Source: an optimization exercise on an open RTL-to-GDS flow (aim: small area and a short achievable clock period). Production flows keep margins and buffers that such runs may drop. Power and IR drop assume default switching activity.

## red
// Compressor
module Compressor(CLK_8,RESET,Pixel,OB,SCLK);
input wire RESET,CLK_8;
input wire [7:0] Pixel;
output wire OB,SCLK;
function [15:0] f_add(input [15:0] a, input [15:0] b, input ci);
    integer i;
    reg c;
    begin
        c = ci;
        for (i = 0; i < 16; i = i + 1) begin
            f_add[i] = a[i] ^ b[i] ^ c;
            c = (a[i] & b[i]) | (c & (a[i] ^ b[i]));
        end
    end
endfunction
function [15:0] f_inc(input [15:0] a, input ci);
    integer i;
    reg c;
    begin
        c = ci;
        for (i = 0; i < 16; i = i + 1) begin
            f_inc[i] = a[i] ^ c;
            c = a[i] & c;
        end
    end
endfunction
reg [2:0] ph;
reg e0, e7;
wire [2:0] ph_inc;
assign ph_inc = f_inc(ph, 1'b1);
always @(posedge CLK_8)
    if (RESET) begin ph <= 3'd0; e0 <= 1'b1; e7 <= 1'b0; end
    else begin ph <= ph_inc; e0 <= (ph == 3'd7); e7 <= (ph == 3'd6); end
reg [8:0] rsum, rdif;
reg [1:0] turn;
reg [3:0] Cnt;
wire clip_c = (rsum < 9'd75) | (rsum > 9'd435)
            | (~rdif[8] & (rdif[7:0] > 8'd180))
            | ( rdif[8] & (rdif[7:0] < 8'd76));
wire nf_c = (rsum == 9'd0);
wire fp_c = (rsum == 9'd75) & (rdif == 9'd75);
wire tp_c = (rsum == 9'd77) & (rdif == 9'd77);
wire c0 = (Cnt == 4'd0), c1 = (Cnt == 4'd1), c2 = (Cnt == 4'd2), c3 = (Cnt == 4'd3);
wire c6 = (Cnt == 4'd6), c7 = (Cnt == 4'd7), c8 = (Cnt == 4'd8), c9 = (Cnt == 4'd9);
wire vss_c = (~tp_c | c6) & (c0 | c3 | c6 | c7 | c8 | c9);
wire v1_c = c1 | c2 | c7 | c8;
wire v2_c = c7 | c8;
wire uv_c = ~clip_c & (turn != 2'b00);
wire f_clip = clip_c;
wire f_vc   = vss_c & ~clip_c;
wire f_nf   = nf_c;
wire f_x1   = uv_c;
wire f_d1   = uv_c & v1_c & ~fp_c;
wire f_x2   = uv_c & v1_c;
wire f_d2   = uv_c & v2_c & ~tp_c;
wire [7:0] rs_inc2;
wire [8:0] rs_inc, rd_inc;
wire [3:0] cnt_inc;
assign rs_inc = f_inc(rsum, 1'b1);
assign rs_inc2 = f_inc(rsum[8:1], 1'b1);      
assign rd_inc = f_inc(rdif, 1'b1);
assign cnt_inc = f_inc(Cnt, 1'b1);
reg rst_q;
always @(posedge CLK_8) rst_q <= RESET;
always @(posedge CLK_8)
    if (rst_q) begin
        if (RESET) begin
            rsum <= 9'd509; rdif <= 9'h1ff; turn <= 2'b10; Cnt <= 4'd0;
        end else begin
            rsum <= 9'd510; rdif <= 9'h000; turn <= 2'b00; Cnt <= 4'd0;
        end
    end else if (e0) begin
        if (turn == 2'b10) begin
            turn <= 2'b00;
  ...
Size in the first run: ~1,700 cells after synthesis, about 12 I/O pins, about 17,000 um^2 of cells after synthesis.
Settings: LEC_CHECK=0, CAP_MARGIN=20, CORE_MARGIN=2, CORE_UTILIZATION=70, CTS_BUF_LIST=sky130_fd_sc_hd__clkbuf_16, CTS_CLUSTER_DIAMETER=100, CTS_CLUSTER_SIZE=30, PLACE_DENSITY=0.75, SLEW_MARGIN=20; clock period 16.0 ns.
standard.sh (not shown) runs the stock make flow with config.mk's settings and CLKGATE_MAP_FILE= SYNTH_SCRIPT=/design/flow/synth_recipe.tcl, a recipe that flattens the netlist after the stock synthesis.
==> flow/flow/run.sh <==
#!/bin/bash
export BUFFER_PORTS_ARGS="-buffer_cell sky130_fd_sc_hd__buf_2"
bash standard.sh > standard.log 2>&1
red went all the way through synthesis, placement and routing and the layout is clean on timing, DRC and antenna.
Input-level comparison between blue and red:
-- flow/flow/run.sh --
<<< red, line 3
>>> blue, line 3
export SETUP_SLACK_MARGIN=11.9
-- flow/config.mk --
<<< red, line 10
export CORE_UTILIZATION = 70
>>> blue, line 10
export CORE_UTILIZATION = 60
<<< red, line 14
export PLACE_DENSITY = 0.75
>>> blue, line 14
### Flow results
Between blue and red, the amount of wire on met2 after detailed routing figures differ only marginally. Chip height of blue exceeds that of red by a little under 10%. From red to blue the numbers moved as follows: overall power shows a reduction of about 0.6%, endpoint arrival time on the critical path shows a reduction of 3760 ps, final cell count shows an increase of 55, non-clock buffer contribution to total cell area shows no meaningful change, utilization after layout shows a reduction of 11 points. blue vs red: post-place instance area up. Cell area after layout: red vs blue — no meaningful difference.
No functional check of the RTL was part of any run of this note.

## port drivers added, routing unchanged
In the flow no input, the clock included, has a driving cell. The finished layouts below were timed again as built, in two steps.
Step 1 (the two cells are an assumption about what drives the block):
set clk [get_ports {CLK_8}]
set_driving_cell -lib_cell sky130_fd_sc_hd__clkbuf_16 $clk
set_driving_cell -lib_cell sky130_fd_sc_hd__buf_2 [delete_from_list [all_inputs] $clk]
Step 2 adds t to the input delays and takes it off the output delays; t is the mean of the earliest and latest rising clock arrival at the registers after step 1. Input paths then give back, and output paths get back, about the clock's delay inside the block.
Slacks: ideal ports / drivers / drivers and shift; pairs: ideal ports / drivers.
run | t (ns) | setup WS [ns] | worst register clock-pin slew, ns | worst slew at a driven data input, ns
red | 0.563 | 11.728 / 11.728 / 11.728 | 0.11 / 0.11 | 0.03
blue | 0.562 | 11.834 / 11.783 / 11.904 | 0.12 / 0.12 | 0.03
After both steps every run listed still meets setup and hold.
